This is an optimization exercise on Yosys and OpenROAD, whose aim is small area, not a production implementation. Where RTL was checked, it was by simulation tests only, not by an equivalence proof against the original. Power figures rest on the tool's default switching activity, not on a simulated workload.

Design LCD, start of the top module:
module LCD(
    input clock,
    input reset,
    output LCD_E,
    output LCD_RS,
    output LCD_RW,
    output [3:0] SF_D,
    output SF_CE0
    );
    assign SF_CE0 = 1'b1;
    assign LCD_RW = 1'b0;
    reg [11:0] lo;
    reg [9-1:0] hi;
    wire [11:0] lo_d;
    wire [9-1:0] hi_d;
    wire clr, wrap, rstn, hen;
    wire lnc2;
    wire lxn1;
    wire lc3;
    wire lt2;
    wire lnc4;
    wire lxn3;
    wire lc5;
    wire lnc6;
    wire lxn5;
    wire lc7;
    wire lt6;
    wire lnc8;
    wire lxn7;
    wire lc9;
    wire lnc10;
    wire lxn9;
    wire lc11;
    wire lt10;
    wire lnc12;
    wire lxn11;
    wire hnc1;
    wire hxn0;
    wire hc2;
    wire hnc3;
    wire hxn2;
    wire hc4;
    wire hnc5;
    wire hxn4;
    wire hc6;
    wire hnc7;
    wire hxn6;
    wire hc8;
    wire hnc9;
    wire hxn8;
    g_nor2_1 c1(.A(clr), .B(lo[0]), .Y(lo_d[0]));
    g_nand2_1 c2(.A(lo[1]), .B(lo[0]), .Y(lnc2));
    g_o21ai_0 c3(.A1(lo[1]), .A2(lo[0]), .B1(lnc2), .Y(lxn1));
    g_o21ai_0 c4(.A1(wrap), .A2(lxn1), .B1(rstn), .Y(lo_d[1]));
    g_nor2_1 c5(.A(lo[2]), .B(lnc2), .Y(lc3));
    g_a211o_1 c6(.A1(lo[2]), .A2(lnc2), .B1(lc3), .C1(wrap), .X(lt2));
    g_and2_1 c7(.A(lt2), .B(rstn), .X(lo_d[2]));
    g_nand2_1 c8(.A(lo[3]), .B(lc3), .Y(lnc4));
    g_o21ai_0 c9(.A1(lo[3]), .A2(lc3), .B1(lnc4), .Y(lxn3));
    g_o21ai_0 c10(.A1(wrap), .A2(lxn3), .B1(rstn), .Y(lo_d[3]));
    g_nor2_1 c11(.A(lo[4]), .B(lnc4), .Y(lc5));
    g_a211o_1 c12(.A1(lo[4]), .A2(lnc4), .B1(lc5), .C1(clr), .X(lo_d[4]));
    g_nand2_1 c13(.A(lo[5]), .B(lc5), .Y(lnc6));
    g_o21ai_0 c14(.A1(lo[5]), .A2(lc5), .B1(lnc6), .Y(lxn5));
    g_nor2_1 c15(.A(clr), .B(lxn5), .Y(lo_d[5]));
    g_nor2_1 c16(.A(lo[6]), .B(lnc6), .Y(lc7));
    g_a211o_1 c17(.A1(lo[6]), .A2(lnc6), .B1(lc7), .C1(wrap), .X(lt6));
    g_and2_1 c18(.A(lt6), .B(rstn), .X(lo_d[6]));
    g_nand2_1 c19(.A(lo[7]), .B(lc7), .Y(lnc8));
    g_o21ai_0 c20(.A1(lo[7]), .A2(lc7), .B1(lnc8), .Y(lxn7));
    g_nor2_1 c21(.A(clr), .B(lxn7), .Y(lo_d[7]));
  ...
Settings: LEC_CHECK=0, CAP_MARGIN=20, CORE_MARGIN=2, CORE_UTILIZATION=60, SLEW_MARGIN=20, SYNTH_HIERARCHICAL=1; clock period 20.0 ns.
standard.sh (not shown) runs the stock make flow with config.mk's settings and CLKGATE_MAP_FILE= SYNTH_SCRIPT=/design/flow/synth_recipe.tcl, a recipe that flattens the netlist after the stock synthesis.
==> flow/flow/run.sh <==
#!/bin/bash
set -euo pipefail
bash standard.sh synth > synth.log 2>&1
R=orfs/results/sky130hd/LCD/base
cp $R/1_2_yosys.v 1_2_yosys.standard.v
sed -E -f flow/downsize.sed 1_2_yosys.standard.v > $R/1_2_yosys.v
diff 1_2_yosys.standard.v $R/1_2_yosys.v > downsize.diff.log || true
export BUFFER_PORTS_ARGS="-buffer_cell sky130_fd_sc_hd__buf_1"
bash standard.sh > layout.log 2>&1
Other scripts of this flow, unchanged in this note and not shown: flow/flow/downsize.sed
Edit:
Settings changed: CORE_UTILIZATION 60 to 40.
Effect:
- worst setup slack got worse by 0.014 ns
- utilization went down by 23 points
- power hardly moves
- maximum frequency is about the same
- cell area goes up by 1.8%

main:
Starting RTL as in the previous note.
Settings: LEC_CHECK=0, CAP_MARGIN=20, CORE_MARGIN=2, CORE_UTILIZATION=40, SLEW_MARGIN=20, SYNTH_HIERARCHICAL=1; clock period 20.0 ns.
==> flow/flow/run.sh <==
#!/bin/bash
set -euo pipefail
bash standard.sh synth > synth.log 2>&1
R=orfs/results/sky130hd/LCD/base
cp $R/1_2_yosys.v 1_2_yosys.standard.v
sed -E -f flow/downsize.sed 1_2_yosys.standard.v > $R/1_2_yosys.v
diff 1_2_yosys.standard.v $R/1_2_yosys.v > downsize.diff.log || true
export BUFFER_PORTS_ARGS="-buffer_cell sky130_fd_sc_hd__buf_1"
export CTS_ARGS="-repair_clock_nets -buf_list sky130_fd_sc_hd__clkbuf_8 -root_buf sky130_fd_sc_hd__clkbuf_8"
bash standard.sh > layout.log 2>&1
Other scripts of this flow, unchanged in this note and not shown: flow/flow/downsize.sed
diff inputs: main => the feature branch
-- flow/flow/run.sh --
<<< main, line 9
export CTS_ARGS="-repair_clock_nets -buf_list sky130_fd_sc_hd__clkbuf_8 -root_buf sky130_fd_sc_hd__clkbuf_8"
>>> the feature branch, line 9
export CTS_ARGS="-sink_clustering_enable -repair_clock_nets -sink_clustering_size 30 -sink_clustering_max_diameter 200 -buf_list sky130_fd_sc_hd__clkbuf_4"
--- outcome ---
Met2 demand-to-capacity share in global routing: the feature branch < main
From the feature branch to main, initial cell density of the core did not move at all.
When the feature branch is measured against main, its utilization after layout turns out 0.61 points lower.
The feature branch ended with less power share of the clock group than main.
Against main, the feature branch reports a final worst-path setup slack that is lower.
There was hardly any difference in area enclosed by the die boundary between the feature branch and main.
Compared to main, the routing of the feature branch uses more wire.
The feature branch does better than main on first-iteration DRC count.
From the feature branch to main, synthesized cell count did not move at all.
Compare the feature branch and main | combinational power share lower: main

== job 101 ==
LCD, a different RTL version from the one above (not shown whole).
For scale: roughly 1400 um2 of cells after synthesis.
make LEC_CHECK=0 CAP_MARGIN=20 CORE_MARGIN=2 CORE_UTILIZATION=40 SLEW_MARGIN=20 SYNTH_HIERARCHICAL=1 finish   # period 20.0 ns
run.sh (not shown) runs the stock make flow with config.mk's settings and CLKGATE_MAP_FILE= SYNTH_SCRIPT=/design/flow/synth_recipe.tcl, a recipe that flattens the netlist after the stock synthesis.
Stock flow here: none of the scripts above is used.
What job 102 does differently from job 101 at the input level:
- CTS_CLUSTER_SIZE: unset -> 30
- CTS_BUF_LIST: unset -> sky130_fd_sc_hd__clkbuf_4
==> run summary <==
Job 102 has completed all stages; timing, DRC and antenna checks passed. Sequential share of layout area: job 101 vs job 102, no meaningful difference. For the wire length, job 102 came in 0.76% higher than job 101 did. Diff job 102 and job 101: share of total power in the clock network higher in job 102.
No functional check of the RTL was part of any run of this note.

separate check: timing with driven ports:
The results above use ideal ports. As a check the final layouts listed here were re-extracted and re-timed, cells and wires unchanged.
Step 1 assumes that a clkbuf_16 drives the clock port and a buf_2 every other input.
Step 2 times the ports against the registers' clock, not the clock port: input delays grow and output delays shrink by t, the midpoint of the rising clock arrivals with the driver on.
Slacks: no drivers / after step 1 / after step 2; pairs: no drivers / after step 1.
run | t (ns) | setup WS [ns] | hold slack, ns | worst setup path at the end | latest minus earliest clock arrival (ns)
the first run of note 1 | 0.319 | 13.195 / 13.175 / 13.494 | 0.516 / 0.516 / 0.516 | register to output | 0.006 / 0.006
the second run of note 1 | 0.319 | 13.181 / 13.161 / 13.479 | 0.521 / 0.521 / 0.521 | register to output | 0.003 / 0.003
main | 0.276 | 13.272 / 13.249 / 13.525 | 0.508 / 0.508 / 0.508 | register to output | 0.002 / 0.002
the feature branch | 0.319 | 13.181 / 13.161 / 13.479 | 0.521 / 0.521 / 0.521 | register to output | 0.003 / 0.003
job 101 | 0.318 | 12.832 / 12.809 / 13.127 | 0.537 / 0.537 / 0.537 | register to output | 0.002 / 0.001
job 102 | 0.318 | 12.807 / 12.785 / 13.103 | 0.538 / 0.538 / 0.538 | register to output | 0.001 / 0.002
After both steps setup and hold are still met in every run listed.
